Context: an optimization exercise on an open-source flow, tuned for small area and a short achievable clock period. The choices shown serve that exercise and are no tape-out recipe. Only simulation tests tie the RTL to the original design; equivalence was not proved. The flow treats the clock pin as an ideal source, which a real chip does not have. Power and IR drop assume default switching activity.

===== flow/design.v =====
`default_nettype none
module sram_controller_pmu_sync (
    input  logic clk,
    input  logic reset_n,
    input  logic pwr_save_req,
    input  logic pwr_restore_req,
    output logic pwr_save_req_sync,
    output logic pwr_restore_req_sync
);
    logic [2:0] save_q;
    logic [2:0] restore_q;
    always_ff @(posedge clk or negedge reset_n) begin
        if (!reset_n) begin
            save_q    <= 3'b000;
            restore_q <= 3'b000;
        end else begin
            save_q    <= {save_q[1:0], pwr_save_req};
            restore_q <= {restore_q[1:0], pwr_restore_req};
        end
    end
    assign pwr_save_req_sync    = save_q[2];
    assign pwr_restore_req_sync = restore_q[2];
endmodule
`default_nettype wire
`default_nettype none
module sram_controller_wakeup_timer (
    input  logic [2:0] count,
    output logic [2:0] count_next
);
    assign count_next = (count[2] & count[1]) ? 3'b000 : count + 3'd1;
endmodule
`default_nettype wire
`default_nettype none
module sram_controller_fsm (
    input  logic       clk,
    input  logic       reset_n,
    input  logic       pwr_save_req_sync,
    input  logic       pwr_restore_req_sync,
    output logic [1:0] fsm_state,
    output logic       hready
);
    logic [2:0] state;
    logic [2:0] wakeup_next;
    sram_controller_wakeup_timer i_wakeup_timer (
        .count(state),
        .count_next(wakeup_next)
    );
    always_ff @(posedge clk or negedge reset_n) begin
        if (!reset_n) begin
            state <= 3'b000;
        end else begin
            case (state)
                3'b000:  state <= {2'b00, pwr_save_req_sync};
                3'b001:  state <= pwr_restore_req_sync ? 3'b010 : 3'b001;
                default: state <= wakeup_next;
            endcase
        end
    end
    assign fsm_state = {state[2] | state[1], ~state[2] & ~state[1] & state[0]};
    assign hready    = ~(state[2] | state[1] | state[0]);
endmodule
`default_nettype wire
`default_nettype none
module sram_controller_parity_xor32 (
    input  logic [31:0] data,
    output logic        parity
);
    assign parity = ^data;
endmodule
module sram_controller_parity (
    input  logic        clk,
    input  logic        reset_n,
    input  logic [31:0] rdata,
    input  logic        read_enable,
    input  logic        parity_in,
    output logic        parity_error
);
    logic rdata_parity;
    sram_controller_parity_xor32 i_rdata_parity (
        .data(rdata),
        .parity(rdata_parity)
    );
    always_ff @(posedge clk or negedge reset_n) begin
        if (!reset_n) begin
            parity_error <= 1'b0;
        end else begin
            parity_error <= read_enable & ~(rdata_parity ^ parity_in);
        end
    end
endmodule
`default_nettype wire
`default_nettype none
module sram_controller_parity_bit (
    input  logic clk,
    input  logic row,
    input  logic col_set,
    input  logic col_clr,
    output logic q
);
    always_ff @(posedge clk) begin
        q <= (q & ~(row & col_clr)) | (row & col_set);
    end
endmodule
module sram_controller_parity_sel8 (
    input  logic [7:0] bits,
    input  logic [7:0] sel,
    output logic       out
);
    assign out = |(bits & sel);
endmodule
module sram_controller_parity_sel16 (
    input  logic [15:0] bits,
    input  logic [15:0] sel,
    output logic        out
);
    logic [1:0] part;
    for (genvar g = 0; g < 2; g++) begin : g_part
        sram_controller_parity_sel8 u_sel (
            .bits(bits[g * 8 +: 8]),
            .sel(sel[g * 8 +: 8]),
            .out(part[g])
        );
    end
    assign out = |part;
endmodule
module sram_controller_parity_storage (
    input  logic       clk,
    input  logic       reset_n,
    input  logic       write_enable,
    input  logic [7:0] addr,
    input  logic       write_parity,
    output logic       read_parity
);
    logic [255:0] bits;
    logic [15:0]  row_sel;
    logic [15:0]  col_set;
    logic [15:0]  col_clr;
    logic [15:0]  row_hit;
    logic [15:0]  col_hit;
    logic [15:0]  row_val;
    always_comb begin
        for (int i = 0; i < 16; i++) begin
            row_hit[i] = (addr[7:4] == i[3:0]);
            col_hit[i] = (addr[3:0] == i[3:0]);
            row_sel[i] = ~reset_n | (write_enable & (addr[7:4] == i[3:0]));
            col_set[i] = reset_n & write_parity & (addr[3:0] == i[3:0]);
            col_clr[i] = ~reset_n | (~write_parity & (addr[3:0] == i[3:0]));
        end
    end
    for (genvar k = 0; k < 256; k++) begin : g_bit
        sram_controller_parity_bit u_bit (
            .clk(clk),
            .row(row_sel[k / 16]),
            .col_set(col_set[k % 16]),
            .col_clr(col_clr[k % 16]),
            .q(bits[k])
        );
    end
    for (genvar i = 0; i < 16; i++) begin : g_row
        sram_controller_parity_sel16 u_row (
            .bits(bits[i * 16 +: 16]),
            .sel(col_hit),
            .out(row_val[i])
        );
    end
    sram_controller_parity_sel16 u_col (
        .bits(row_val),
        .sel(row_hit),
        .out(read_parity)
    );
endmodule
`default_nettype wire
`default_nettype none
module sram_controller_hrdata_bit (
    input  logic clk,
    input  logic reset_n,
    input  logic load,
    input  logic hold,
    input  logic d,
    output logic q
);
    always_ff @(posedge clk or negedge reset_n) begin
        if (!reset_n) begin
            q <= 1'b0;
        end else begin
            q <= (load & d) | (hold & q);
        end
    end
endmodule
module sram_controller_ahb_lite (
    input  logic        hclk,
    input  logic        hreset_n,
    input  logic        hsel,
    input  logic [7:0]  haddr,
    input  logic        hwrite,
    input  logic [1:0]  htrans,
    input  logic [2:0]  hsize,
    input  logic [31:0] hwdata,
    output logic [31:0] hrdata,
    output logic        hresp,
    output logic        sram_csb0,
    output logic        sram_web0,
    output logic [7:0]  sram_addr0,
    output logic [31:0] sram_din0,
    output logic [3:0]  sram_wmask0,
    input  logic [31:0] sram_dout0,
    output logic        parity_error
);
    logic valid;
    logic read_enable;
    logic write_enable;
    logic parity_in;
    assign valid        = hsel & htrans[1];
    assign read_enable  = valid & ~hwrite;
    assign write_enable = valid & hwrite;
    assign sram_csb0  = ~valid;
    assign sram_web0  = ~write_enable;
    assign sram_addr0 = haddr;
    assign sram_din0  = hwdata;
    assign hresp      = 1'b0;
    always_comb begin
        case (hsize)
            3'b000:  sram_wmask0 = 4'b0001 << haddr[1:0];
            3'b001:  sram_wmask0 = haddr[1] ? 4'b1100 : 4'b0011;
            default: sram_wmask0 = 4'b1111;
        endcase
    end
    for (genvar i = 0; i < 32; i++) begin : g_hrdata
        sram_controller_hrdata_bit u_bit (
            .clk(hclk),
            .reset_n(hreset_n),
            .load(read_enable),
            .hold(~read_enable),
            .d(sram_dout0[i]),
            .q(hrdata[i])
        );
    end
    sram_controller_parity_storage i_parity_storage (
        .clk(hclk),
        .reset_n(hreset_n),
        .write_enable(write_enable),
        .addr(haddr),
        .write_parity(~^hwdata),
        .read_parity(parity_in)
    );
    sram_controller_parity i_parity (
        .clk(hclk),
        .reset_n(hreset_n),
        .rdata(sram_dout0),
        .read_enable(read_enable),
        .parity_in(parity_in),
        .parity_error(parity_error)
    );
endmodule
`default_nettype wire
`default_nettype none
module sram_controller (
    input  logic        hclk,
    input  logic        hreset_n,
    input  logic        hsel,
    input  logic [7:0]  haddr,
    input  logic        hwrite,
    input  logic [1:0]  htrans,
    input  logic [2:0]  hsize,
    input  logic [31:0] hwdata,
    output logic [31:0] hrdata,
    output logic        hready,
    output logic        hresp,
    input  logic        pwr_save_req,
    input  logic        pwr_restore_req,
    output logic        sram_csb0,
    output logic        sram_web0,
    output logic [7:0]  sram_addr0,
    output logic [31:0] sram_din0,
    output logic [3:0]  sram_wmask0,
    input  logic [31:0] sram_dout0,
    output logic        parity_error,
    output logic [1:0]  fsm_state
);
    logic pwr_save_req_sync;
    logic pwr_restore_req_sync;
    sram_controller_pmu_sync i_pmu_sync (
        .clk(hclk),
        .reset_n(hreset_n),
        .pwr_save_req(pwr_save_req),
        .pwr_restore_req(pwr_restore_req),
        .pwr_save_req_sync(pwr_save_req_sync),
        .pwr_restore_req_sync(pwr_restore_req_sync)
    );
    sram_controller_fsm i_fsm (
        .clk(hclk),
        .reset_n(hreset_n),
        .pwr_save_req_sync(pwr_save_req_sync),
        .pwr_restore_req_sync(pwr_restore_req_sync),
        .fsm_state(fsm_state),
        .hready(hready)
    );
    sram_controller_ahb_lite i_ahb_lite (
        .hclk(hclk),
        .hreset_n(hreset_n),
        .hsel(hsel),
        .haddr(haddr),
        .hwrite(hwrite),
        .htrans(htrans),
        .hsize(hsize),
        .hwdata(hwdata),
        .hrdata(hrdata),
        .hresp(hresp),
        .sram_csb0(sram_csb0),
        .sram_web0(sram_web0),
        .sram_addr0(sram_addr0),
        .sram_din0(sram_din0),
        .sram_wmask0(sram_wmask0),
        .sram_dout0(sram_dout0),
        .parity_error(parity_error)
    );
endmodule
`default_nettype wire

===== flow/flow/run.sh =====
#!/bin/bash
# Own layout flow: the standard ORFS flow (standard.sh: unchanged synthesis,
# floorplan, power grid and tap cells, placement, routing), with hooks that
# change how the paths from the input ports are built:
#  - synthesis buffers are removed at floorplan (REMOVE_ABC_BUFFERS) and the
#    ports are buffered with buf_1;
#  - io_fast.tcl (before the placement resizer): each input buffer drives only
#    the pins that lead to an output port; its loads that only reach registers
#    are moved behind a buffer of their own;
#  - tighten.tcl (CTS and global route stages): the stage's timing repair runs
#    against tighter input and output delays (the SDC's are restored right
#    after), followed by a power-recovery pass that sizes cells back down where that
#    tighter delay leaves slack;
#  - the clock tree uses its own buffer list and sink clustering, and no dummy loads.
# The make run's full output goes to standard_flow.log in the work folder;
# ORFS's own per-step logs are under orfs/logs/.
set -euo pipefail
cd "$(dirname "${BASH_SOURCE[0]}")/.."
F=$PWD/flow

export REMOVE_ABC_BUFFERS=1
export BUFFER_PORTS_ARGS="-buffer_cell sky130_fd_sc_hd__buf_1"
export IO_FAST_IN_CELL=sky130_fd_sc_hd__buf_1
export IO_FAST_OUT_CELL=sky130_fd_sc_hd__buf_1
export IO_FAST_ISO_CELL=sky130_fd_sc_hd__buf_4
export IO_FAST_IN_DELAY=${IO_FAST_IN_DELAY:-7.6}
export IO_FAST_RECOVER=100
export IO_FAST_OUT_DELAY=2.15
export PRE_RESIZE_TCL=$F/io_fast.tcl
export PRE_CTS_TCL=$F/tighten.tcl
export PRE_GLOBAL_ROUTE_TCL=$F/tighten.tcl
export CTS_ARGS="-sink_clustering_enable -repair_clock_nets -buf_list {sky130_fd_sc_hd__clkbuf_4} -sink_clustering_size 12 -sink_clustering_max_diameter 30 -dont_use_dummy_load"

bash standard.sh > standard_flow.log 2>&1

===== flow/flow/tighten.tcl =====
# Wraps ORFS's repair_timing_helper so that the stage's own timing repair runs
# against a tighter input delay (IO_FAST_IN_DELAY, max only, instead of the
# SDC's), which makes the repair speed up every path from an input port, to
# registers and to output ports alike, and a slightly tighter output delay
# (IO_FAST_OUT_DELAY), which asks a little more of the port-to-port paths.
# The SDC's input and output delays are restored right after the repair,
# so nothing of it is written to the stage's SDC.
# With IO_FAST_RECOVER set, a power-recovery pass (which sizes cells down
# where there is slack) follows the repair, against the same tighter delay.
proc io_fast_inputs { } {
  set clk_src [get_full_name [get_property [lindex [all_clocks] 0] sources]]
  set ins {}
  foreach p [all_inputs] {
    if { [get_full_name $p] ne $clk_src } { lappend ins $p }
  }
  return $ins
}

if { [info commands io_fast_orig_repair_timing_helper] eq "" } {
  rename repair_timing_helper io_fast_orig_repair_timing_helper
  proc repair_timing_helper { args } {
    set clk [lindex [all_clocks] 0]
    set ins [io_fast_inputs]
    set_input_delay -max $::env(IO_FAST_IN_DELAY) -clock $clk $ins
    set_output_delay -max $::env(IO_FAST_OUT_DELAY) -clock $clk [all_outputs]
    io_fast_orig_repair_timing_helper {*}$args
    if { [info exists ::env(IO_FAST_RECOVER)] && $::env(IO_FAST_RECOVER) > 0 } {
      # Size cells back down where the tighter input delay leaves slack.
      log_cmd repair_timing -recover_power $::env(IO_FAST_RECOVER) -setup_margin 0 -verbose
    }
    set_input_delay -max [expr { $::env(FLOW_PERIOD_NS) * 0.2 }] -clock $clk $ins
    set_output_delay -max [expr { $::env(FLOW_PERIOD_NS) * 0.2 }] -clock $clk [all_outputs]
    report_worst_slack -max
  }
}

===== flow/constraint.sdc =====
create_clock -name core_clock -period 10.0 [get_ports {hclk}]
set_input_delay 2.0000 -clock core_clock [delete_from_list [all_inputs] [get_ports {hclk}]]
set_output_delay 2.0000 -clock core_clock [all_outputs]
set_load 0.01 [all_outputs]

===== flow/config.mk =====
export PLATFORM = sky130hd
export DESIGN_NAME = sram_controller
export DESIGN_NICKNAME = sram_controller
export VERILOG_FILES = /design/flow/design.v
export SDC_FILE = /design/flow/constraint.sdc
export NUM_CORES = 4
export LEC_CHECK = 0
export CAP_MARGIN = 20
export CORE_MARGIN = 2
export CORE_UTILIZATION = 40
export GPL_TIMING_DRIVEN = 0
export PLACE_DENSITY = 0.6
export SLEW_MARGIN = 20
export SYNTH_HIERARCHICAL = 1
export SYNTH_MINIMUM_KEEP_SIZE = 0

===== flow/flow/io_fast.tcl =====
# Port-to-port paths: after buffer_ports, let each input buffer drive only the
# pins that lead combinationally to an output port, and move its other loads
# (those that only reach registers) behind a buffer of their own. Port buffers
# are then sized for speed.

proc io_fast_reaches_output { pin } {
  set paths [find_timing_paths -through $pin -to [all_outputs] -group_path_count 1]
  return [expr { [llength $paths] > 0 }]
}

proc io_fast { } {
  set in_cell  $::env(IO_FAST_IN_CELL)
  set out_cell $::env(IO_FAST_OUT_CELL)
  set iso_cell $::env(IO_FAST_ISO_CELL)
  set clk_port [get_full_name [get_property [lindex [all_clocks] 0] sources]]
  set n_iso 0
  foreach port [get_ports -filter "direction==output"] {
    set net [get_nets [get_full_name $port]]
    set drv [get_pins -of_objects $net -filter "direction==output"]
    if { [llength $drv] != 1 } { continue }
    set inst [get_cells -of_objects $drv]
    if { [string match "*__buf_*" [get_property $inst ref_name]] ||
         [string match "*__clkdlybuf*" [get_property $inst ref_name]] ||
         [string match "*__clkbuf_*" [get_property $inst ref_name]] } {
      replace_cell $inst $out_cell
    }
  }
  foreach port [get_ports -filter "direction==input"] {
    set pname [get_full_name $port]
    if { $pname eq $clk_port } { continue }
    set loads [get_pins -of_objects [get_nets $pname] -filter "direction==input"]
    if { [llength $loads] != 1 } { continue }
    set inbuf [get_cells -of_objects $loads]
    set ref [get_property $inbuf ref_name]
    if { ![string match "*buf*" $ref] } { continue }
    replace_cell $inbuf $in_cell
    set xnet [get_nets -of_objects [get_pins -of_objects $inbuf -filter "direction==output"]]
    set keep {}
    set move {}
    foreach s [get_pins -of_objects $xnet -filter "direction==input"] {
      if { [io_fast_reaches_output $s] } {
        lappend keep $s
      } else {
        lappend move $s
      }
    }
    if { [llength $keep] > 0 && [llength $move] > 1 } {
      insert_buffer -buffer_cell $iso_cell -net $xnet -load_pins $move
      incr n_iso
    }
  }
  puts "io_fast: isolated the register loads of $n_iso input ports"
}

io_fast

===== flow/standard.sh =====
#!/bin/bash
# synth_recipe.tcl (not shown) runs the flow's synth.tcl, then flattens the netlist and writes it again
# the make line also repeats each setting of config.mk as NAME=value (left out here)
make -C /OpenROAD-flow-scripts/flow DESIGN_CONFIG=/design/flow/config.mk WORK_HOME=/design/flow/orfs CLKGATE_MAP_FILE= SYNTH_SCRIPT=/design/flow/synth_recipe.tcl "${@:-finish}"

==> reports/metrics.csv, run 1 <==
metric,value,unit
vias,11000,
drv_slew,0,
cts_hold_buffers,0,
grt_max_degree,34,
grt_overflow,0,
p_leak,5.99,nW
cts_buffers,60,
async_flop_share,14.1,%
reg2reg_slack,7.78,ns
end_kind,primary output,
area_delta_synth_final,19.2,%
min_period,4.47,ns
fmax,224,MHz
synthCells,1284,
clock_latency,0.75,ns
drtIter0Drc,857,
ys_warn_count,13,
avgSynthCellArea,9.84,sq um
fill_cells,2901,
drc,0,
final_util,48.1,%
port_buffers,163,
yosysUniqueCellTypes,40,
cap_violations,0,
first_pass_iters,7,
r2r_end,i_ahb_lite.i_parity.parity_error$_DFF_PN0_,
cts_sinks,298,
synth_top_cell_area_share,40.6,%
cp_max_fo,2,
rr_startpoint,i_ahb_lite.i_parity_storage.g_bit[220].u_bit.q$_DFF_P_,
clock_skew,0.0558,ns
start_util,40.3,%
grt_usage,23.2,%
finalPower,0.00273,W
gp_congestion,0.866,
grt_use_met2,37.1,%
use_met3,4.27,%
finalHoldViolations,0,
die_area,33000,sq um
netlist_area,12600,sq um
grt_pass1_vias,10400,
fin_nets,1582,
synth_top_area_cell,dfxtp_1,
crit_required,8.00,ns
core-area,31300,sq um
drive_above_1_share,17.6,%
met1_usage,30.5,%
avgViaCountPerCell,5.82,
path_common_cell,buf_2,
grt_antenna_before_repair,1,
worstSetupStartpoint,hsize[0],
worstRegToRegCells,8,
cp-start-kind,primary input,
clk_pin_slew_worst_paths,0.07,ns
ys_seq_area_share,48.9,%
path_cells,"buf_2, nor2_1, o21ai_1, buf_2",
worstPathArrival,2.47,ns
grt_pass1_wl,59900,microns
io_pins,166,
dp_cells,1836,
hold_path_class,reg -> reg,
wire_per_inst,20.5,microns
fp-row-count,65,
period_share,44.7,%
tritoncts,built,
crit_path_end,sram_wmask0[1],
synthTopCellsByArea,"dfxtp_1, a22o_1, dfrtp_1",
die_w,182,microns
setup_viol_count_final,0,
final_cell_area,15100,sq um
status,timing/DRC/antenna clean,
rsz0062_at_grt,true,
ir_drop,0.0000916,V
power_density,181,nW/um^2
yosys_most_used_dff,dfxtp_1,
synth_edf_count,0,
yosys_register_bits,298,
die_y,182,microns
placed_cell_area,14200,sq um
maxSlewHeadroom,23.7,%
ant_nets,0,
final.setup.tns,0,ns
critPathKind,in -> out,
cp_slowest_cell,buf_2,
busiest_layer,met2,
place_hpwl,26000,microns
routed_wl,39000,microns
fin_cells,1899,
worst_pin_slew,1.14,ns
cpPeakStageDelay,0.14,ns
per-module statistics from Yosys, one instance, submodules excluded, a selection:
module	area (sq um)	cells	times used	flops+latches
sram_controller_parity	40.0	3	1	1
sram_controller_ahb_lite	643	86	1	0
sram_controller_hrdata_bit	33.8	2	32	1
sram_controller_pmu_sync	150	6	1	6
sram_controller_parity_storage	588	119	1	0
sram_controller_wakeup_timer	41.3	5	1	0
worst min path at each step:
stage                                       from                                 to  cells after the start
6_report       i_pmu_sync.restore_q[1]$_DFF_PN0_  i_pmu_sync.restore_q[2]$_DFF_PN0_                      0
5_1_grt           i_pmu_sync.save_q[0]$_DFF_PN0_     i_pmu_sync.save_q[1]$_DFF_PN0_                      0
4_1_cts        i_pmu_sync.restore_q[1]$_DFF_PN0_  i_pmu_sync.restore_q[2]$_DFF_PN0_                      0
3_5_place_dp      i_pmu_sync.save_q[1]$_DFF_PN0_     i_pmu_sync.save_q[2]$_DFF_PN0_                      0
3_3_place_gp      i_pmu_sync.save_q[1]$_DFF_PN0_     i_pmu_sync.save_q[2]$_DFF_PN0_                      0
2_1_floorplan  i_pmu_sync.restore_q[0]$_DFF_PN0_  i_pmu_sync.restore_q[1]$_DFF_PN0_                      0
synth_stat cells (7+ instances only):
master    instances
nand4_1          35
dfxtp_1         256
nand2b_1         11
dfrtp_1          42
a22oi_1         136
nor2_1           43
or2_1            17
nand2_1         262
nor3_1            8
xor2_1            7
o21ai_1          10
buf_4            41
a22o_1          288
xnor2_1          56
o21ai_0          28
kinds of logic after synthesis:
group / synth area share (%)
fa+ha+maj: 0.0990
mux: 0.0793
buf+inv: 3.07
other cells: 0.0297
flops: 48.9
simple gates: 13.7
xor+xnor: 4.37
compound gates: 29.8
critical path: cells and delay by family:
kind | cells | cell delay, ns
AOI/OAI and AO/OA | 1 | 0.07
buffers and inverters | 2 | 0.26
and+or+nand+nor | 1 | 0.13
where the power goes:
group | internal (W) | switching [W]
combinational | 0.000261 | 0.000342
clock | 0.000271 | 0.000418
sequential | 0.00135 | 0.0000881
per-stage QoR:
step	setup WS (ns)	hold WS [ns]
CTS	5.53	0.355
finish	5.53	0.350
detailed placement	4.87	0.335
floorplan	5.21	0.331
global route	5.48	0.360
global placement	0.942	0.334
placed cells by master (no fill, tap or decap), types with 35 or more instances in the layout:
| cell type | Yosys | final |
|---|---|---|
| a22o_1 | 288 | 288 |
| a22oi_1 | 136 | 136 |
| buf_1 | 0 | 73 |
| buf_2 | 6 | 36 |
| clkbuf_4 | 0 | 60 |
| dfrtp_1 | 42 | 42 |
| dfxtp_1 | 256 | 256 |
| nand2_1 | 262 | 261 |
| nand4_1 | 35 | 35 |
| xnor2_1 | 56 | 56 |
metal layers:
layer / vias up / part of all wire, %
li1: 5269 / -
met1: 5321 / 43
met2: 362 / 47
met3: 93 / 6.0
met4: 0 / 3.9
met5: - / 0
flip-flops by register name, indices dropped and copies added, names as in the netlist:
name	count
i_ahb_lite.i_parity_storage.g_bit.u_bit.q	256
i_ahb_lite.g_hrdata.u_bit.q	32
i_pmu_sync.restore_q	3
i_pmu_sync.save_q	3
i_ahb_lite.i_parity.parity_error	1
i_fsm.state	3
timing repair:
item                       in CTS  in global routing
setup buffers                   2                  0
resized for setup              90                 54
setup endpoints to repair      46                 52
pin swaps                       4                  3
final cells by class, without the clock buffers:
cell class / count / area [sq um] / area share (%)
Inverter: 4 / 15.0 / 0.0997
Sequential cell: 298 / 6180 / 41.0
Multi-Input combinational cell: 928 / 6470 / 43.0
Timing Repair Buffer: 206 / 1440 / 9.57
Tap cell: 402 / 503 / 3.34
Antenna cell: 1 / 2.50 / 0.0166
==> run 2, diff against run 1 <==
--- a/flow/design.v
+++ b/flow/design.v
@@ -101,27 +101,27 @@
         q <= (q & ~(row & col_clr)) | (row & col_set);
     end
 endmodule
-module sram_controller_parity_sel8 (
-    input  logic [7:0] bits,
-    input  logic [7:0] sel,
+module sram_controller_parity_sel4 (
+    input  logic [3:0] bits,
+    input  logic [3:0] sel_n,
     output logic       out
 );
-    assign out = |(bits & sel);
+    assign out = &(bits | sel_n);
 endmodule
 module sram_controller_parity_sel16 (
     input  logic [15:0] bits,
-    input  logic [15:0] sel,
+    input  logic [15:0] sel_n,
     output logic        out
 );
-    logic [1:0] part;
-    for (genvar g = 0; g < 2; g++) begin : g_part
-        sram_controller_parity_sel8 u_sel (
-            .bits(bits[g * 8 +: 8]),
-            .sel(sel[g * 8 +: 8]),
+    logic [3:0] part;
+    for (genvar g = 0; g < 4; g++) begin : g_part
+        sram_controller_parity_sel4 u_sel (
+            .bits(bits[g * 4 +: 4]),
+            .sel_n(sel_n[g * 4 +: 4]),
             .out(part[g])
         );
     end
-    assign out = |part;
+    assign out = &part;
 endmodule
 module sram_controller_parity_storage (
     input  logic       clk,
@@ -137,11 +137,15 @@
     logic [15:0]  col_clr;
     logic [15:0]  row_hit;
     logic [15:0]  col_hit;
+    logic [15:0]  row_hit_n;
+    logic [15:0]  col_hit_n;
     logic [15:0]  row_val;
     always_comb begin
         for (int i = 0; i < 16; i++) begin
             row_hit[i] = (addr[7:4] == i[3:0]);
             col_hit[i] = (addr[3:0] == i[3:0]);
+            row_hit_n[i] = ~row_hit[i];
+            col_hit_n[i] = ~col_hit[i];
             row_sel[i] = ~reset_n | (write_enable & (addr[7:4] == i[3:0]));
             col_set[i] = reset_n & write_parity & (addr[3:0] == i[3:0]);
             col_clr[i] = ~reset_n | (~write_parity & (addr[3:0] == i[3:0]));
@@ -159,13 +163,13 @@
     for (genvar i = 0; i < 16; i++) begin : g_row
         sram_controller_parity_sel16 u_row (
             .bits(bits[i * 16 +: 16]),
-            .sel(col_hit),
+            .sel_n(col_hit_n),
             .out(row_val[i])
         );
     end
     sram_controller_parity_sel16 u_col (
         .bits(row_val),
-        .sel(row_hit),
+        .sel_n(row_hit_n),
         .out(read_parity)
     );
 endmodule
--- a/flow/flow/run.sh
+++ b/flow/flow/run.sh
@@ -8,8 +8,8 @@
 #    the pins that lead to an output port; its loads that only reach registers
 #    are moved behind a buffer of their own;
 #  - tighten.tcl (CTS and global route stages): the stage's timing repair runs
-#    against tighter input and output delays (the SDC's are restored right
-#    after), followed by a power-recovery pass that sizes cells back down where that
+#    against a tighter input delay (the SDC's is restored right after),
+#    followed by a power-recovery pass that sizes cells back down where that
 #    tighter delay leaves slack;
 #  - the clock tree uses its own buffer list and sink clustering, and no dummy loads.
 # The make run's full output goes to standard_flow.log in the work folder;
@@ -25,7 +25,6 @@
 export IO_FAST_ISO_CELL=sky130_fd_sc_hd__buf_4
 export IO_FAST_IN_DELAY=${IO_FAST_IN_DELAY:-7.6}
 export IO_FAST_RECOVER=100
-export IO_FAST_OUT_DELAY=2.15
 export PRE_RESIZE_TCL=$F/io_fast.tcl
 export PRE_CTS_TCL=$F/tighten.tcl
 export PRE_GLOBAL_ROUTE_TCL=$F/tighten.tcl
==> flow/flow/tighten.tcl (replaced) <==
# Wraps ORFS's repair_timing_helper so that the stage's own timing repair runs
# against a tighter input delay (IO_FAST_IN_DELAY, max only, instead of the
# SDC's), which makes the repair speed up every path from an input port, to
# registers and to output ports alike. The SDC's input delay is restored
# right after the repair, so nothing of it is written to the stage's SDC.
# With IO_FAST_RECOVER set, a power-recovery pass (which sizes cells down
# where there is slack) follows the repair, against the same tighter delay.
proc io_fast_inputs { } {
  set clk_src [get_full_name [get_property [lindex [all_clocks] 0] sources]]
  set ins {}
  foreach p [all_inputs] {
    if { [get_full_name $p] ne $clk_src } { lappend ins $p }
  }
  return $ins
}

if { [info commands io_fast_orig_repair_timing_helper] eq "" } {
  rename repair_timing_helper io_fast_orig_repair_timing_helper
  proc repair_timing_helper { args } {
    set clk [lindex [all_clocks] 0]
    set ins [io_fast_inputs]
    set_input_delay -max $::env(IO_FAST_IN_DELAY) -clock $clk $ins
    io_fast_orig_repair_timing_helper {*}$args
    if { [info exists ::env(IO_FAST_RECOVER)] && $::env(IO_FAST_RECOVER) > 0 } {
      # Size cells back down where the tighter input delay leaves slack.
      log_cmd repair_timing -recover_power $::env(IO_FAST_RECOVER) -setup_margin 0 -verbose
    }
    set_input_delay -max [expr { $::env(FLOW_PERIOD_NS) * 0.2 }] -clock $clk $ins
    report_worst_slack -max
  }
}
--- a/flow/config.mk
+++ b/flow/config.mk
@@ -7,9 +7,9 @@
 export LEC_CHECK = 0
 export CAP_MARGIN = 20
 export CORE_MARGIN = 2
-export CORE_UTILIZATION = 40
+export CORE_UTILIZATION = 50
 export GPL_TIMING_DRIVEN = 0
-export PLACE_DENSITY = 0.6
+export PLACE_DENSITY = 0.8
 export SLEW_MARGIN = 20
 export SYNTH_HIERARCHICAL = 1
 export SYNTH_MINIMUM_KEEP_SIZE = 0
==> reports/metrics.csv, run 2 <==
metric,value,unit,change
synthCells,1324,,+3.1%
drtIter0Drc,1187,,+39%
layout_common_cells,"a22o_1, nand2_1, dfxtp_1",,
tritoncts,built,,
rsz0062_at_grt,true,,
p_int,0.00186,W,-0.97%
placed_cell_area,14000,sq um,-1.6%
synth_top_area_cell,dfxtp_1,,
cts_sinks,298,,unchanged
cp-start-kind,primary input,,
p_leak,5.84,nW,-2.6%
swShare,31.7,%,+0.55 points
wire_per_inst,20.7,microns,+0.87%
end_kind,primary output,,
synth_edf_count,0,,unchanged
area_delta_synth_final,15.3,%,
cpPeakStageDelay,0.14,ns,about the same
cts_buffers,53,,-12%
port_buffers,163,,unchanged
netlist_area,12600,sq um,-0.37%
clock_latency,0.71,ns,-0.04 ns
clk_pin_slew_worst_paths,0.06,ns,about the same
yosys_register_bits,298,,unchanged
critPathKind,in -> out,,
yosys_most_used_dff,dfxtp_1,,
r2r_end,i_ahb_lite.i_parity.parity_error$_DFF_PN0_,,
worstHoldStart,i_pmu_sync.restore_q[1]$_DFF_PN0_,,
start_util,50.4,%,+10 points
avgSynthCellArea,9.50,sq um,-3.4%
power_density,188,nW/um^2,+3.6%
setup_viol_count_final,0,,unchanged
worst_pin_slew,1.11,ns,-0.0385 ns
crit_required,8.00,ns,about the same
worstPathArrival,2.49,ns,+0.02 ns
die_w,163,microns,-10%
grt_pass1_vias,10800,,+3.5%
async_flop_share,14.1,%,unchanged
grt_usage,28.4,%,+5.2 points
final_cell_area,14500,sq um,-3.6%
holdPathEnd,i_pmu_sync.restore_q[2]$_DFF_PN0_,,
yosysUniqueCellTypes,40,,unchanged
rr_startpoint,i_ahb_lite.i_parity_storage.g_bit[204].u_bit.q$_DFF_P_,,
period_share,44.9,%,+0.20 points
ant_nets,0,,unchanged
ir_drop,0.000149,V,+63%
clock_skew,0.0685,ns,+0.0127 ns
hold_path_class,reg -> reg,,
maxSlewHeadroom,26.3,%,+2.6 points
routed_wl,38300,microns,-1.7%
reg_top3,"i_ahb_lite.i_parity_storage.g_bit.u_bit.q x256, i_ahb_lite.g_hrdata.u_bit.q x32",,
place_hpwl,26000,microns,about the same
drive_above_1_share,10.0,%,-7.6 points
reg2reg_slack,8.12,ns,+0.34 ns
path_cells,"buf_8, nor2b_4, o21ai_1, buf_2",,
synth_top_cell_area_share,40.7,%,+0.15 points
pwr-share-comb,23.8,%,+1.7 points
first_pass_iters,5,,-2
largest_reg_flops,256,,unchanged
min_period,4.49,ns,+0.0199 ns
ys_warn_count,13,,unchanged
cp_max_fo,3,,+1
regMostFlops,i_ahb_lite.i_parity_storage.g_bit.u_bit.q,,
ys_seq_area_share,49.1,%,+0.18 points
io_pins,166,,unchanged
die_y,163,microns,-10%
core-area,25000,sq um,-20%
synthTopCellsByArea,"dfxtp_1, a22o_1, dfrtp_1",,
vias,11700,,+5.6%
synth_most_common_cell,a22o_1,,
grt_pass1_wl,58900,microns,-1.7%
path_buf_inv,2,,unchanged
fp-row-count,58,,-11%
grt_max_degree,34,,unchanged
synth_common_cells,"a22o_1, nand2_1, dfxtp_1, o22ai_1, nor2_1",,
status,timing/DRC/antenna clean,,
drc,0,,unchanged
finalHoldViolations,0,,unchanged
final.setup.tns,0,ns,unchanged
avgViaCountPerCell,6.30,,+8.4%
fmax,223,MHz,-0.44%
p_seq_share,52.9,%,+0.3 points
cts_hold_buffers,0,,unchanged
cpLargestDelayFamily,buffers and inverters,,
worstRegToRegCells,8,,unchanged
cp_slowest_cell,buf_2,,
p_switching,0.000862,W,+1.6%
hold_path_depth,0,,unchanged
drv_slew,0,,unchanged
gp_congestion,0.907,,+4.8%
cap_violations,0,,unchanged
grt_overflow,0,,unchanged
worst_hold_slack,0.351,ns,+0.000845 ns
die_area,26500,sq um,-20%
fin_nets,1605,,+1.5%
grt_antenna_before_repair,3,,+2
final_common_cell,a22o_1,,
pwr-share-clk,23.3,%,-2.0 points
## run 2: cell types whose count changed after synthesis, moves of 4 or more
cell and change:
nor2_1 +48, nor2b_1 +7, and4_1 +17, nand4_1 -32, or2_1 -15, nand3_1 +12
o22ai_1 +136, nand2b_1 -4, nand2_1 +16, a22oi_1 -136, nor3_1 -8
## run 2: metrics by stage
step / util (%) / std cells / setup WS [ns] / total power (W)
floorplan: - / 1270 / 5.21 / 0.00184
global placement: 53.0 / 1763 / 1.04 / 0.00203
detailed placement: 56.2 / 1795 / 4.73 / 0.00209
CTS: 57.9 / 1849 / 5.43 / 0.00271
global route: 58.1 / 1850 / 5.51 / 0.00286
finish: 58.1 / 1850 / 5.51 / 0.00272
## run 2: how the worst max path moves through the flow
stage               start                                                endpoint  slack (ns)  cells after the start
2_1_floorplan        hsel    i_ahb_lite.i_parity_storage.g_bit[0].u_bit.q$_DFF_P_        5.21                      6
3_3_place_gp     hreset_n  i_ahb_lite.i_parity_storage.g_bit[223].u_bit.q$_DFF_P_        1.04                      3
3_5_place_dp   hwdata[14]  i_ahb_lite.i_parity_storage.g_bit[191].u_bit.q$_DFF_P_        4.73                      9
4_1_cts        hwdata[14]  i_ahb_lite.i_parity_storage.g_bit[140].u_bit.q$_DFF_P_        5.43                      9
5_1_grt          haddr[0]                                          sram_wmask0[0]        5.51                      4
6_report         haddr[0]                                          sram_wmask0[0]        5.51                      4
## run 2: layer usage
metal	GRT usage, %	part of all wire (%)
met1	37.7	39
met2	44.3	45
met5	0	0
met3	5.91	10
met4	13.8	5.7
## run 2: power groups by stage
stage | logic [W] | registers [W] | clock network, W
floorplan | 0.000393 | 0.00145 | 0
global placement | 0.000577 | 0.00145 | 0
detailed placement | 0.000627 | 0.00146 | 0
CTS | 0.000628 | 0.00144 | 0.000649
global route | 0.000697 | 0.00146 | 0.000704
finish | 0.000648 | 0.00144 | 0.000635
## run 2: cell families after synthesis
family / Yosys count / share of synthesized area (%)
other: 1 / 0.0298
adders and majority gates: 1 / 0.0994
muxes: 1 / 0.0795
and+or+nand+nor: 436 / 14.7
xor gates and xnor gates: 63 / 4.38
AOI/OAI and AO/OA: 466 / 28.5
buffers and inverters: 58 / 3.04
DFF: 298 / 49.1
## run 2: repair_timing
| action | 4_1_cts | 5_1_grt |
|---|---|---|
| setup endpoints to repair | 194 | 251 |
| setup buffers | 1 | 0 |
| gates resized for setup | 31 | 19 |
| pin swaps | 3 | 2 |
## run 2: layout make-up, without the clock buffers
cell class	instances	area, sq um
inverters	4	15.0
multi-input cells	968	6340
diodes	1	2.50
fillers	2147	10500
flip-flops and latches	298	6180
repair buffers	196	1170
well taps	330	413
## run 2: Yosys stat by module, one instance, submodules excluded, excerpt
module,area [sq um],flops+latches,cells,times used
sram_controller_parity_xor32,272,0,31,1
sram_controller_pmu_sync,150,6,6,1
sram_controller_parity_bit,32.5,1,3,256
sram_controller_hrdata_bit,33.8,1,2,32
sram_controller_parity_storage,627,0,125,1
sram_controller_parity_sel4,16.3,0,3,68
sram_controller_ahb_lite,643,0,86,1
sram_controller_parity_sel16,8.76,0,1,17
==> run 3, diff against run 2 <==
--- a/flow/config.mk
+++ b/flow/config.mk
@@ -7,9 +7,9 @@
 export LEC_CHECK = 0
 export CAP_MARGIN = 20
 export CORE_MARGIN = 2
-export CORE_UTILIZATION = 50
+export CORE_UTILIZATION = 40
 export GPL_TIMING_DRIVEN = 0
-export PLACE_DENSITY = 0.8
+export PLACE_DENSITY = 0.6
 export SLEW_MARGIN = 20
 export SYNTH_HIERARCHICAL = 1
 export SYNTH_MINIMUM_KEEP_SIZE = 0
==> reports/metrics.csv, run 3 <==
metric,value,unit,change
crit_required,8.00,ns,about the same
end_kind,primary output,,
clock_latency,0.73,ns,+0.02 ns
avgSynthCellArea,9.50,sq um,unchanged
avgViaCountPerCell,5.84,,-7.4%
synth_most_common_cell,a22o_1,,
fin_nets,1608,,+0.19%
grt_antenna_before_repair,4,,+1
synth-simple-area-share,14.7,%,unchanged
synth_top_cell_area_share,40.7,%,unchanged
wire_per_inst,20.9,microns,+1.1%
worstHoldStart,i_pmu_sync.restore_q[0]$_DFF_PN0_,,
fmax,221,MHz,-0.62%
finalHoldViolations,0,,unchanged
final_common_cell,a22o_1,,
final.setup.tns,0,ns,unchanged
ys_warn_count,13,,unchanged
worstSetupStartpoint,haddr[0],,
grt_usage,23.9,%,-4.5 points
rsz0062_at_grt,true,,
fp-row-count,64,,+10%
layout_common_cells,"a22o_1, nand2_1, dfxtp_1",,
place_hpwl,27000,microns,+3.8%
cp_max_fo,4,,+1
clk_pin_slew_worst_paths,0.10,ns,+0.04 ns
ir_drop,0.000149,V,+0.38%
largest_reg_flops,256,,unchanged
min_period,4.51,ns,+0.0280 ns
cts_sinks,298,,unchanged
die_y,181,microns,+12%
ys_seq_area_share,49.1,%,unchanged
rr_startpoint,i_ahb_lite.i_parity_storage.g_bit[34].u_bit.q$_DFF_P_,,
cp_slowest_cell,buf_2,,
synth_compound_area_share,28.5,%,unchanged
setup_viol_count_final,0,,unchanged
grt_overflow,0,,unchanged
async_flop_share,14.1,%,unchanged
worst_pin_slew,1.14,ns,+0.0319 ns
yosys_most_used_dff,dfxtp_1,,
yosys_register_bits,298,,unchanged
regMostFlops,i_ahb_lite.i_parity_storage.g_bit.u_bit.q,,
power_density,189,nW/um^2,+0.87%
hold_path_class,reg -> reg,,
maxSlewHeadroom,24.2,%,-2.1 points
core-area,30700,sq um,+23%
routed_wl,40300,microns,+5.1%
status,timing/DRC/antenna clean,,
netlist_area,12600,sq um,unchanged
path_cells,"buf_12, nor2b_4, o21ai_1, buf_2",,
synth_top_area_cell,dfxtp_1,,
cp-start-kind,primary input,,
gp_congestion,0.904,,-0.33%
synthCells,1324,,unchanged
grt_pass1_wl,61000,microns,+3.5%
cts_buffers,60,,+13%
synth_top_family_by_area,compound AO/OA/AOI/OAI gates,,
drc,0,,unchanged
clock_skew,0.0787,ns,+0.0103 ns
start_util,40.9,%,-9.5 points
drive_above_1_share,10.2,%,+0.24 points
cpPeakStageDelay,0.14,ns,about the same
fin_cells,1922,,+3.9%
drv_slew,0,,unchanged
cap_violations,0,,unchanged
p_leak,5.85,nW,+0.16%
die_w,181,microns,+12%
area_delta_synth_final,16.4,%,
worstPathArrival,2.51,ns,+0.02 ns
reg_top3,"i_ahb_lite.i_parity_storage.g_bit.u_bit.q x256, i_ahb_lite.g_hrdata.u_bit.q x32",,
critPathKind,in -> out,,
synth_common_cells,"a22o_1, nand2_1, dfxtp_1, o22ai_1, nor2_1",,
grt_pass1_vias,10300,,-4.1%
drtIter0Drc,1059,,-11%
dp_cells,1858,,+3.5%
fill_cells,2917,,+36%
synth_fa_ha_area_share,0.0994,%,unchanged
first_pass_iters,5,,unchanged
ant_nets,0,,unchanged
die_area,32900,sq um,+24%
cts_hold_buffers,0,,unchanged
worst_hold_slack,0.321,ns,-0.0301 ns
grt_max_degree,34,,unchanged
tritoncts,built,,
io_pins,166,,unchanged
synth_mux_area_share,0.0795,%,unchanged
port_buffers,163,,unchanged
synthXorXnorAreaFrac,4.38,%,unchanged
synthTopCellsByArea,"dfxtp_1, a22o_1, dfrtp_1",,
synth_edf_count,0,,unchanged
period_share,45.1,%,+0.28 points
yosysUniqueCellTypes,40,,unchanged
vias,11200,,-3.8%
==> run 3: cell counts after synthesis <==
Identical to the previous run, type by type.
==> run 3: routing by layer <==
metal	vias up	part of all wire, %	global-route usage, %	routed length, microns
met3	111	7.4	4.97	2980
met2	459	46	37.2	18400
met4	0	3.9	10.1	1590
li1	5344	-	-	-
met1	5311	43	32.1	17300
met5	-	0	0	0
==> run 3: worst paths after layout <==
kind / endpoint / depth (start not counted) / slack [ns]
worst max-delay path: sram_wmask0[0] / 4 / 5.49
worst min-delay path: i_pmu_sync.restore_q[1]$_DFF_PN0_ / 0 / 0.32
worst max register to register: i_ahb_lite.i_parity.parity_error$_DFF_PN0_ / 8 / 8.20
worst min register to register: i_pmu_sync.restore_q[1]$_DFF_PN0_ / 0 / 0.32
max in group asynchronous: i_ahb_lite.g_hrdata[18].u_bit.q$_DFF_PN0_ / 3 / 8.16
min in group asynchronous: i_ahb_lite.g_hrdata[10].u_bit.q$_DFF_PN0_ / 1 / 1.08
==> run 3: modules after synthesis, one instance, submodules excluded, a selection <==
module / cells / flops+latches
sram_controller_fsm: 15 / 3
sram_controller_hrdata_bit: 2 / 1
sram_controller_parity_xor32: 31 / 0
sram_controller_parity_storage: 125 / 0
sram_controller_wakeup_timer: 5 / 0
sram_controller_parity_sel16: 1 / 0
sram_controller_parity_sel4: 3 / 0
sram_controller_parity_bit: 3 / 1
sram_controller_ahb_lite: 86 / 0
sram_controller_parity: 3 / 1
sram_controller_pmu_sync: 6 / 6
==> run 3: stage by stage <==
stage | util, % | worst slack [ns] | power, W | area [sq um]
after floorplan | - | 5.21 | 0.00184 | 12200
after global placement | 43.3 | 0.721 | 0.00205 | 13300
after detailed placement | 45.9 | 4.70 | 0.00210 | 14100
after CTS | 47.5 | 5.50 | 0.00279 | 14600
after global routing | 47.6 | 5.48 | 0.00293 | 14600
final | 47.7 | 5.49 | 0.00277 | 14700
==> run 3: worst max-delay path, delay by kind of cell <==
| kind | cells | cell delay (ns) |
|---|---|---|
| buffers and inverters | 2 | 0.26 |
| AO/OA/AOI/OAI | 1 | 0.13 |
| AND/OR/NAND/NOR | 1 | 0.12 |
==> run 3: logic make-up (layout without fill, tap and decap cells) <==
family	Yosys count	count (layout)
compound gates	466	466
simple gates	436	436
flops	298	298
xor+xnor	63	63
buf+inv	58	256
fa+ha+maj	1	1
other cells	1	5
mux	1	1
==> run 3: final cells by class, without the clock buffers <==
class	instances	area [sq um]	area share, %
antenna	4	10.0	0.0683
sequential	298	6180	42.1
inverter	4	15.0	0.102
timing repair buffer	192	1160	7.92
tap	396	495	3.38
multi-input combinational	968	6350	43.3
==> run 3: report_power, final <==
group          internal (W)  switching (W)  total (W)
registers           0.00135      0.0000889    0.00144
clock network      0.000271       0.000416   0.000687
logic              0.000273       0.000378   0.000651
total               0.00189       0.000882    0.00277
==> run 3: timing repair <==
action / in CTS / in global routing
setup endpoints to repair: 70 / 257
resized for setup: 25 / 13
setup buffers: 0 / 0
pin swaps: 2 / 4
==> run 4, diff against run 3 <==
--- a/flow/flow/run.sh
+++ b/flow/flow/run.sh
@@ -23,7 +23,7 @@
 export IO_FAST_IN_CELL=sky130_fd_sc_hd__buf_1
 export IO_FAST_OUT_CELL=sky130_fd_sc_hd__buf_1
 export IO_FAST_ISO_CELL=sky130_fd_sc_hd__buf_4
-export IO_FAST_IN_DELAY=${IO_FAST_IN_DELAY:-7.6}
+export IO_FAST_IN_DELAY=${IO_FAST_IN_DELAY:-7.5}
 export IO_FAST_RECOVER=100
 export PRE_RESIZE_TCL=$F/io_fast.tcl
 export PRE_CTS_TCL=$F/tighten.tcl
==> reports/metrics.csv, run 4 <==
metric,value,unit,change
status,timing/DRC/antenna clean,,
synthCells,1324,,unchanged
drtIter0Drc,997,,-5.9%
regMostFlops,i_ahb_lite.i_parity_storage.g_bit.u_bit.q,,
drc,0,,unchanged
holdPathEnd,i_pmu_sync.restore_q[1]$_DFF_PN0_,,
die_y,181,microns,unchanged
path_buf_inv,2,,unchanged
ys_warn_count,13,,unchanged
path_cells,"buf_12, nor2b_4, o21ai_1, buf_2",,
die_w,181,microns,unchanged
reg2reg_slack,8.17,ns,-0.03 ns
ys_seq_area_share,49.1,%,unchanged
fin_nets,1608,,unchanged
synth_edf_count,0,,unchanged
fmax,222,MHz,+0.39%
grt_pass1_vias,10300,,-0.019%
largest_reg_flops,256,,unchanged
yosys_register_bits,298,,unchanged
cts_hold_buffers,0,,unchanged
die_area,32900,sq um,unchanged
grt_pass1_wl,61100,microns,+0.18%
drv_slew,0,,unchanged
worst_hold_slack,0.321,ns,-0.0000270 ns
finalPower,0.00277,W,about the same
drive_above_1_share,9.86,%,-0.39 points
worstHoldStart,i_pmu_sync.restore_q[0]$_DFF_PN0_,,
power_density,190,nW/um^2,+0.18%
ant_nets,0,,unchanged
crit_required,8.00,ns,about the same
min_period,4.50,ns,-0.0177 ns
io_pins,166,,unchanged
cap_violations,0,,unchanged
pwr-share-clk,24.8,%,about the same
layout_common_cells,"a22o_1, nand2_1, dfxtp_1",,
cp-start-kind,primary input,,
avgViaCountPerCell,5.85,,+0.23%
worstPathArrival,2.50,ns,about the same
maxSlewHeadroom,24.3,%,+0.090 points
vias,11200,,+0.12%
period_share,45.0,%,-0.18 points
cpPeakStageDelay,0.14,ns,about the same
clock_latency,0.72,ns,about the same
tritoncts,built,,
swShare,31.8,%,about the same
grt_usage,23.8,%,about the same
grt_antenna_before_repair,2,,-2
hold_path_depth,0,,unchanged
netlist_area,12600,sq um,unchanged
p_int,0.00189,W,about the same
postCtsSetupBuffers,0,,unchanged
start_util,40.9,%,unchanged
port_buffers,163,,unchanged
async_flop_share,14.1,%,unchanged
synth_most_common_cell,a22o_1,,
clk_pin_slew_worst_paths,0.10,ns,about the same
ir_drop,0.000147,V,-1.3%
critPathKind,in -> out,,
cts_sinks,298,,unchanged
r2r_end,i_ahb_lite.i_parity.parity_error$_DFF_PN0_,,
synth_top_cell_area_share,40.7,%,unchanged
p_seq_share,51.8,%,about the same
end_kind,primary output,,
p_switching,0.000882,W,about the same
wire_per_inst,21.0,microns,+0.24%
cts_buffers,60,,unchanged
setup_viol_count_final,0,,unchanged
rsz0062_at_grt,true,,
routed_wl,40300,microns,+0.14%
place_hpwl,27000,microns,unchanged
yosysUniqueCellTypes,40,,unchanged
final.setup.tns,0,ns,unchanged
cpLargestDelayFamily,buffers and inverters,,
synthTopCellsByArea,"dfxtp_1, a22o_1, dfrtp_1",,
clock_skew,0.0753,ns,-0.00341 ns
grt_overflow,0,,unchanged
synth_common_cells,"a22o_1, nand2_1, dfxtp_1, o22ai_1, nor2_1",,
final_common_cell,a22o_1,,
hold_path_class,reg -> reg,,
cp_max_fo,4,,unchanged
rr_startpoint,i_ahb_lite.i_parity_storage.g_bit[12].u_bit.q$_DFF_P_,,
first_pass_iters,5,,unchanged
yosys_most_used_dff,dfxtp_1,,
worstRegToRegCells,8,,unchanged
avgSynthCellArea,9.50,sq um,unchanged
p_leak,5.84,nW,-0.15%
gp_congestion,0.904,,unchanged
worst_pin_slew,1.14,ns,-0.00134 ns
pwr-share-comb,23.4,%,about the same
area_delta_synth_final,16.2,%,
synth_top_area_cell,dfxtp_1,,
final_util,47.6,%,-0.089 points
grt_max_degree,34,,unchanged
reg_top3,"i_ahb_lite.i_parity_storage.g_bit.u_bit.q x256, i_ahb_lite.g_hrdata.u_bit.q x32",,
fp-row-count,64,,unchanged
cp_slowest_cell,buf_2,,
finalHoldViolations,0,,unchanged
core-area,30700,sq um,unchanged
[run 4: cell count changes in the layout (fill, tap and decap cells not counted)]
cell | previous run | this run
inv_1 | 1 | 2
o21ai_2 | 17 | 16
nand3_2 | 2 | 0
buf_1 | 152 | 155
diode_2 | 4 | 2
inv_2 | 1 | 0
nand3_1 | 12 | 14
o21ai_1 | 3 | 4
clkbuf_2 | 1 | 0
clkbuf_1 | 2 | 1
buf_6 | 4 | 3
[run 4: what timing repair did]
| action | 4_1_cts | 5_1_grt |
|---|---|---|
| resized for setup | 16 | 10 |
| setup endpoints to repair | 18 | 50 |
| endpoints found under the hold margin | 0 | 0 |
| pin swaps | 1 | 3 |
| cloned | 0 | 0 |
[run 4: final cells by class, without the clock buffers]
class | instances | area (sq um)
inverters | 4 | 15.0
multi-input cells | 968 | 6330
diodes | 2 | 5.00
well taps | 396 | 495
flip-flops and latches | 298 | 6180
fillers | 2925 | 16100
repair buffers | 192 | 1150
[run 4: metrics by stage]
step	cells	instance area, sq um	worst slack, ns
6_report	1920	14600	5.50
5_1_grt	1919	14600	5.48
4_1_cts	1918	14600	5.49
3_5_place_dp	1858	14100	4.70
3_3_place_gp	1829	13300	0.721
2_1_floorplan	1270	12200	5.21
[run 4: worst max-delay path by stage]
stage / slack (ns) / from / cells after the start / endpoint
6_report: 5.50 / haddr[0] / 4 / sram_wmask0[0]
5_1_grt: 5.48 / haddr[0] / 4 / sram_wmask0[2]
3_5_place_dp: 4.70 / hwdata[7] / 9 / i_ahb_lite.i_parity_storage.g_bit[148].u_bit.q$_DFF_P_
4_1_cts: 5.49 / haddr[0] / 4 / sram_wmask0[0]
3_3_place_gp: 0.72 / hreset_n / 3 / i_ahb_lite.i_parity_storage.g_bit[183].u_bit.q$_DFF_P_
2_1_floorplan: 5.21 / hsel / 6 / i_ahb_lite.i_parity_storage.g_bit[0].u_bit.q$_DFF_P_
[run 4: per-module statistics from Yosys (local to each module, per instance), a selection]
module                          cells inside  copies in the design  flip-flops and latches
sram_controller_ahb_lite                  86                     1                       0
sram_controller_parity_storage           125                     1                       0
sram_controller_parity_xor32              31                     1                       0
sram_controller_pmu_sync                   6                     1                       6
sram_controller_fsm                       15                     1                       3
sram_controller_wakeup_timer               5                     1                       0
sram_controller_parity                     3                     1                       1
sram_controller_hrdata_bit                 2                    32                       1
sram_controller_parity_bit                 3                   256                       1
sram_controller_parity_sel4                3                    68                       0
sram_controller_parity_sel16               1                    17                       0
[run 4: kinds of logic after synthesis]
group / synth area share [%]
compound gates: 28.5
xor+xnor: 4.38
fa+ha+maj: 0.0994
buf+inv: 3.04
flops: 49.1
mux: 0.0795
other cells: 0.0298
simple gates: 14.7
[run 4: worst reg2reg max path, cell delays in order (launching register included)]
cell and delay (ns):
dfxtp_1 0.37, o22ai_1 0.09, nor2_1 0.31, and4_1 0.24, o22ai_1 0.07, nor2_1 0.12, and4_1 0.30, xnor2_1 0.09
and2_1 0.15
[run 4: power groups by stage]
stage / logic (W) / registers [W] / clock network (W)
after floorplan: 0.000393 / 0.00145 / 0
after global placement: 0.000596 / 0.00145 / 0
after detailed placement: 0.000639 / 0.00146 / 0
after CTS: 0.000639 / 0.00143 / 0.000711
after global routing: 0.000706 / 0.00145 / 0.000764
final: 0.000650 / 0.00144 / 0.000687
[run 4: per-layer routing]
layer / track usage [%] / up-vias / routed length (microns)
li1: - / 5347 / -
met1: 32.3 / 5323 / 17500
met2: 37.5 / 476 / 18700
met3: 4.69 / 93 / 2880
met4: 9.33 / 0 / 1240
met5: 0 / - / 0
==> run 5, diff against run 4 <==
--- a/flow/flow/run.sh
+++ b/flow/flow/run.sh
@@ -23,7 +23,7 @@
 export IO_FAST_IN_CELL=sky130_fd_sc_hd__buf_1
 export IO_FAST_OUT_CELL=sky130_fd_sc_hd__buf_1
 export IO_FAST_ISO_CELL=sky130_fd_sc_hd__buf_4
-export IO_FAST_IN_DELAY=${IO_FAST_IN_DELAY:-7.5}
+export IO_FAST_IN_DELAY=${IO_FAST_IN_DELAY:-7.6}
 export IO_FAST_RECOVER=100
 export PRE_RESIZE_TCL=$F/io_fast.tcl
 export PRE_CTS_TCL=$F/tighten.tcl
--- a/flow/config.mk
+++ b/flow/config.mk
@@ -5,11 +5,11 @@
 export SDC_FILE = /design/flow/constraint.sdc
 export NUM_CORES = 4
 export LEC_CHECK = 0
-export CAP_MARGIN = 20
+export CAP_MARGIN = 0
 export CORE_MARGIN = 2
 export CORE_UTILIZATION = 40
 export GPL_TIMING_DRIVEN = 0
 export PLACE_DENSITY = 0.6
-export SLEW_MARGIN = 20
+export SLEW_MARGIN = 0
 export SYNTH_HIERARCHICAL = 1
 export SYNTH_MINIMUM_KEEP_SIZE = 0
==> reports/metrics.csv, run 5 <==
metric,value,unit,change
grt_pass1_vias,10200,,-1.3%
layout_common_cells,"a22o_1, nand2_1, dfxtp_1",,
power_density,190,nW/um^2,+0.45%
cts_sinks,298,,unchanged
ant_nets,0,,unchanged
tritoncts,built,,
worstHoldStart,i_pmu_sync.save_q[0]$_DFF_PN0_,,
finalHoldViolations,0,,unchanged
synth-simple-area-share,14.7,%,unchanged
clock_skew,0.0574,ns,-0.0179 ns
start_util,40.9,%,unchanged
area_delta_synth_final,14.6,%,
first_pass_iters,5,,unchanged
synth_compound_area_share,28.5,%,unchanged
grt_usage,23.6,%,-0.22 points
yosys_register_bits,298,,unchanged
setup_ws,5.50,ns,-0.00687 ns
reg2reg_slack,8.16,ns,about the same
die_w,181,microns,unchanged
synth_top_cell_area_share,40.7,%,unchanged
synth_fa_ha_area_share,0.0994,%,unchanged
worstSetupStartpoint,haddr[0],,
p_leak,5.76,nW,-1.3%
cp-start-kind,primary input,,
fmax,222,MHz,-0.15%
io_pins,166,,unchanged
hold_path_depth,0,,unchanged
cp_max_fo,3,,-1
ys_warn_count,13,,unchanged
crit_required,8.00,ns,about the same
synth_top_area_cell,dfxtp_1,,
synth_top_family_by_area,compound AO/OA/AOI/OAI gates,,
synth_most_common_cell,a22o_1,,
pwr-share-comb,23.3,%,about the same
regMostFlops,i_ahb_lite.i_parity_storage.g_bit.u_bit.q,,
die_area,32900,sq um,unchanged
reg_top3,"i_ahb_lite.i_parity_storage.g_bit.u_bit.q x256, i_ahb_lite.g_hrdata.u_bit.q x32",,
status,timing/DRC/antenna clean,,
rsz0062_at_grt,true,,
worstRegToRegCells,8,,unchanged
netlist_area,12600,sq um,unchanged
async_flop_share,14.1,%,unchanged
gp_congestion,0.904,,unchanged
synthXorXnorAreaFrac,4.38,%,unchanged
maxSlewHeadroom,30.2,%,+6.0 points
final_util,46.9,%,-0.67 points
worstPathArrival,2.50,ns,about the same
p_int,0.00188,W,-0.80%
r2r_end,i_ahb_lite.i_parity.parity_error$_DFF_PN0_,,
grt_antenna_before_repair,1,,-1
cts_hold_buffers,0,,unchanged
final.setup.tns,0,ns,unchanged
pwr-share-clk,24.4,%,-0.4 points
worst_pin_slew,1.04,ns,-0.0933 ns
wire_per_inst,20.9,microns,-0.57%
swShare,31.7,%,-0.12 points
routed_wl,39900,microns,-0.93%
drtIter0Drc,1114,,+12%
hold_path_class,reg -> reg,,
fill_cells,2925,,unchanged
yosys_most_used_dff,dfxtp_1,,
ir_drop,0.000109,V,-26%
dp_slack,4.64,ns,-0.0582 ns
place_hpwl,26000,microns,-3.8%
synth_edf_count,0,,unchanged
drc,0,,unchanged
synth_mux_area_share,0.0795,%,unchanged
cts_buffers,58,,-3.3%
synthCells,1324,,unchanged
synth_common_cells,"a22o_1, nand2_1, dfxtp_1, o22ai_1, nor2_1",,
p_seq_share,52.3,%,+0.5 points
fin_nets,1602,,-0.37%
p_switching,0.000871,W,-1.3%
clk_pin_slew_worst_paths,0.09,ns,about the same
clock_latency,0.74,ns,+0.02 ns
rr_startpoint,i_ahb_lite.i_parity_storage.g_bit[34].u_bit.q$_DFF_P_,,
port_buffers,163,,unchanged
drive_above_1_share,9.96,%,+0.10 points
drv_slew,0,,unchanged
holdPathEnd,i_pmu_sync.save_q[1]$_DFF_PN0_,,
min_period,4.50,ns,+0.00687 ns
cap_violations,0,,unchanged
synthTopCellsByArea,"dfxtp_1, a22o_1, dfrtp_1",,
avgViaCountPerCell,5.85,,about the same
yosysUniqueCellTypes,40,,unchanged
setup_viol_count_final,0,,unchanged
grt_pass1_wl,60800,microns,-0.47%
largest_reg_flops,256,,unchanged
ys_seq_area_share,49.1,%,unchanged
vias,11200,,-0.39%
end_kind,primary output,,
final_common_cell,a22o_1,,
grt_overflow,0,,unchanged
period_share,45.0,%,+0.069 points
fp-row-count,64,,unchanged
die_y,181,microns,unchanged
critPathKind,in -> out,,
grt_max_degree,38,,+12%
avgSynthCellArea,9.50,sq um,unchanged
core-area,30700,sq um,unchanged
==> run 5: cell counts after synthesis <==
Identical to the previous run, type by type.
==> run 5: logic make-up after synthesis <==
| group | after synthesis |
|---|---|
| compound gates | 466 |
| simple gates | 436 |
| flops | 298 |
| xor+xnor | 63 |
| buf+inv | 58 |
| fa+ha+maj | 1 |
| other cells | 1 |
| mux | 1 |
==> run 5: stage by stage <==
step	instances	hold WS, ns	area (sq um)	power [W]
3_3_place_gp	1829	0.333	13300	0.00205
3_5_place_dp	1851	0.335	13800	0.00208
5_1_grt	1913	0.314	14400	0.00290
6_report	1913	0.322	14400	0.00275
2_1_floorplan	1270	0.331	12200	0.00184
4_1_cts	1910	0.325	14300	0.00275
==> run 5: power groups by stage <==
stage / Clock (W) / Sequential (W) / Combinational (W)
after global routing: 0.000751 / 0.00146 / 0.000692
final: 0.000671 / 0.00144 / 0.000639
after detailed placement: 0 / 0.00146 / 0.000619
after CTS: 0.000691 / 0.00143 / 0.000624
after floorplan: 0 / 0.00145 / 0.000393
after global placement: 0 / 0.00145 / 0.000596
==> run 5: worst max-delay path by stage <==
stage                                                              to  depth (start not counted)
5_1_grt                                                sram_wmask0[3]                          5
3_5_place_dp    i_ahb_lite.i_parity_storage.g_bit[89].u_bit.q$_DFF_P_                          9
2_1_floorplan    i_ahb_lite.i_parity_storage.g_bit[0].u_bit.q$_DFF_P_                          6
4_1_cts         i_ahb_lite.i_parity_storage.g_bit[13].u_bit.q$_DFF_P_                          9
3_3_place_gp   i_ahb_lite.i_parity_storage.g_bit[183].u_bit.q$_DFF_P_                          3
6_report                                               sram_wmask0[1]                          5
==> run 5: per-module statistics from Yosys, one instance, submodules excluded, a selection <==
| module | area [sq um] | flops+latches |
|---|---|---|
| sram_controller_parity_xor32 | 272 | 0 |
| sram_controller_parity_sel16 | 8.76 | 0 |
| sram_controller_parity_sel4 | 16.3 | 0 |
| sram_controller_hrdata_bit | 33.8 | 1 |
| sram_controller_pmu_sync | 150 | 6 |
| sram_controller_fsm | 148 | 3 |
| sram_controller_parity_storage | 627 | 0 |
| sram_controller_parity_bit | 32.5 | 1 |
| sram_controller_parity | 40.0 | 1 |
==> run 5: worst max-delay path, stage by stage <==
cell     delay [ns]
buf_12         0.11
buf_6          0.11
nor2_4         0.08
o21ai_1        0.07
buf_2          0.14
==> run 5: area by class of cell, without the clock buffers <==
cell class	instances	area [sq um]	area share, %
repair buffers	188	985	6.83
diodes	1	2.50	0.0174
multi-input cells	968	6310	43.8
flip-flops and latches	298	6180	42.8
well taps	396	495	3.44
inverters	4	15.0	0.104
==> run 5: timing repair <==
item / in CTS / in global routing
gates resized for setup: 41 / 29
pin swaps: 2 / 5
setup endpoints to repair: 250 / 263
buffers inserted: 1 / 1
==> run 5: routing by layer <==
metal | part of all wire [%] | GRT usage [%] | wire length (microns) | vias up
met5 | 0 | 0 | 0 | -
met4 | 3.8 | 9.66 | 1500 | 0
met3 | 7.2 | 4.15 | 2890 | 91
met2 | 45 | 37.2 | 18200 | 474
met1 | 44 | 32.1 | 17400 | 5312
li1 | - | - | - | 5318
==> run 6, diff against run 5 <==
--- a/flow/flow/run.sh
+++ b/flow/flow/run.sh
@@ -28,6 +28,6 @@
 export PRE_RESIZE_TCL=$F/io_fast.tcl
 export PRE_CTS_TCL=$F/tighten.tcl
 export PRE_GLOBAL_ROUTE_TCL=$F/tighten.tcl
-export CTS_ARGS="-sink_clustering_enable -repair_clock_nets -buf_list {sky130_fd_sc_hd__clkbuf_4} -sink_clustering_size 12 -sink_clustering_max_diameter 30 -dont_use_dummy_load"
+export CTS_ARGS="-sink_clustering_enable -repair_clock_nets -buf_list {sky130_fd_sc_hd__clkbuf_8} -tree_buf sky130_fd_sc_hd__clkbuf_4 -sink_clustering_size 20 -sink_clustering_max_diameter 40 -dont_use_dummy_load"
 
 bash standard.sh > standard_flow.log 2>&1
==> reports/metrics.csv, run 6 <==
metric,value,unit,change
grt_max_degree,38,,unchanged
largest_reg_flops,256,,unchanged
end_kind,primary output,,
core-area,30700,sq um,unchanged
crit_required,8.00,ns,about the same
fmax,217,MHz,-2.1%
cp_slowest_cell,buf_2,,
postCtsSetupBuffers,0,,-1
synth_edf_count,0,,unchanged
cp-start-kind,primary input,,
synth_common_cells,"a22o_1, nand2_1, dfxtp_1, o22ai_1, nor2_1",,
grt_usage,23.4,%,-0.22 points
die_y,181,microns,unchanged
start_util,40.9,%,unchanged
period_share,46.0,%,+0.99 points
cp_max_fo,4,,+1
fin_nets,1580,,-1.4%
p_leak,5.77,nW,about the same
drtIter0Drc,1139,,+2.2%
cts_sinks,298,,unchanged
clk_pin_slew_worst_paths,0.08,ns,about the same
yosys_most_used_dff,dfxtp_1,,
die_w,181,microns,unchanged
maxSlewHeadroom,12.9,%,-17 points
finalHoldViolations,0,,unchanged
grt_pass1_vias,9978,,-2.1%
diodes,0,,-1
ant_nets,0,,unchanged
port_buffers,163,,unchanged
ys_seq_area_share,49.1,%,unchanged
cts_hold_buffers,0,,unchanged
final_common_cell,a22o_1,,
synth_most_common_cell,a22o_1,,
status,timing/DRC/antenna clean,,
dp_slack,4.64,ns,unchanged
regMostFlops,i_ahb_lite.i_parity_storage.g_bit.u_bit.q,,
rsz0062_at_grt,true,,
cpPeakStageDelay,0.20,ns,+0.06 ns
worstPathArrival,2.60,ns,+0.10 ns
fp-row-count,64,,unchanged
hold_path_class,reg -> reg,,
clock_latency,0.54,ns,-0.20 ns
wire_per_inst,21.1,microns,+1.2%
async_flop_share,14.1,%,unchanged
die_area,32900,sq um,unchanged
cts_buffers,39,,-33%
area_delta_synth_final,15.6,%,
io_pins,166,,unchanged
netlist_area,12600,sq um,unchanged
yosys_register_bits,298,,unchanged
synth_top_area_cell,dfxtp_1,,
ir_drop,0.000119,V,+9.0%
layout_common_cells,"a22o_1, nand2_1, dfxtp_1",,
synth_top_cell_area_share,40.7,%,unchanged
path_cells,"buf_2, nor2b_4, o21ai_1, buf_2",,
vias,11100,,-0.55%
drc,0,,unchanged
first_pass_iters,5,,unchanged
grt_antenna_before_repair,0,,-1
path_common_cell,buf_2,,
grt_pass1_wl,60200,microns,-1.1%
critPathKind,in -> out,,
grt_overflow,0,,unchanged
min_period,4.60,ns,+0.0985 ns
ys_warn_count,13,,unchanged
path_buf_inv,2,,-1
reg_top3,"i_ahb_lite.i_parity_storage.g_bit.u_bit.q x256, i_ahb_lite.g_hrdata.u_bit.q x32",,
setup_viol_count_final,0,,unchanged
gp_congestion,0.904,,unchanged
drive_above_1_share,8.84,%,-1.1 points
cpLargestDelayFamily,buffers and inverters,,
yosysUniqueCellTypes,40,,unchanged
place_hpwl,26000,microns,unchanged
drv_slew,0,,unchanged
cap_violations,0,,unchanged
final.setup.tns,0,ns,unchanged
avgViaCountPerCell,5.89,,+0.66%
setup_ws,5.40,ns,-0.0985 ns
routed_wl,39900,microns,about the same
tritoncts,built,,
synthCells,1324,,unchanged
clock_skew,0.0359,ns,-0.0215 ns
avgSynthCellArea,9.50,sq um,unchanged
worst_pin_slew,1.30,ns,+0.258 ns
power_density,195,nW/um^2,+2.7%
synthTopCellsByArea,"dfxtp_1, a22o_1, dfrtp_1",,
run 6: cell counts after synthesis:
No cell type changed its count.
run 6: logic make-up after synthesis:
family          synth area share [%]
other cells                   0.0298
flops                           49.1
compound gates                  28.5
mux                           0.0795
simple gates                    14.7
fa+ha+maj                     0.0994
buf+inv                         3.04
xor+xnor                        4.38
run 6: final timing paths:
check / start / endpoint / slack (ns) / depth (start not counted)
max: haddr[0] / sram_wmask0[0] / 5.40 / 4
min: i_pmu_sync.save_q[1]$_DFF_PN0_ / i_pmu_sync.save_q[2]$_DFF_PN0_ / 0.32 / 0
max reg2reg: i_ahb_lite.i_parity_storage.g_bit[206].u_bit.q$_DFF_P_ / i_ahb_lite.i_parity.parity_error$_DFF_PN0_ / 8.17 / 8
min reg2reg: i_pmu_sync.save_q[1]$_DFF_PN0_ / i_pmu_sync.save_q[2]$_DFF_PN0_ / 0.32 / 0
max in group asynchronous: hreset_n / i_ahb_lite.g_hrdata[19].u_bit.q$_DFF_PN0_ / 8.08 / 2
min in group asynchronous: hreset_n / i_fsm.state[0]$_DFF_PN0_ / 1.33 / 1
run 6: final cells by class, without the clock buffers:
cell class                 count  area [sq um]
tap                          396           495
inverter                       4          15.0
sequential                   298          6180
multi-input combinational    968          6370
fill                        2887         16200
timing repair buffer         185           948
run 6: metal layers:
metal	vias to the layer above	routed length, microns	part of all wire [%]	track usage, %
met5	-	0	0	0
met4	0	1390	3.5	8.91
met3	93	2840	7.1	3.49
met2	459	18400	46	37.1
met1	5317	17300	43	32.2
li1	5264	-	-	-
run 6: timing repair:
| item | CTS | global route |
|---|---|---|
| pin swaps | 2 | 4 |
| setup endpoints to repair | 263 | 220 |
| resized for setup | 38 | 44 |
| hold endpoints to repair | 0 | 0 |
run 6: metrics by stage:
stage	util, %	total power, W	instance area [sq um]	hold WS [ns]	cells
3_5_place_dp	44.8	0.00208	13800	0.335	1851
6_report	47.3	0.00284	14500	0.320	1890
3_3_place_gp	43.3	0.00205	13300	0.333	1829
5_1_grt	47.3	0.00297	14500	0.344	1890
2_1_floorplan	-	0.00184	12200	0.331	1270
4_1_cts	46.8	0.00284	14400	0.322	1890
run 6: power by group:
part | switching, W | leakage [nW] | internal, W
Sequential | 0.0000891 | 2.59 | 0.00135
Clock | 0.000416 | 0.280 | 0.000346
Combinational | 0.000378 | 2.90 | 0.000266
Total | 0.000884 | 5.77 | 0.00196
run 6: Yosys stat by module, one instance, submodules excluded, excerpt:
module,copies in the design,cells inside
sram_controller_parity,1,3
sram_controller_fsm,1,15
sram_controller_wakeup_timer,1,5
sram_controller_parity_sel16,17,1
sram_controller_parity_xor32,1,31
sram_controller_parity_sel4,68,3
sram_controller_hrdata_bit,32,2
sram_controller_parity_storage,1,125
sram_controller_pmu_sync,1,6
sram_controller_parity_bit,256,3
sram_controller_ahb_lite,1,86
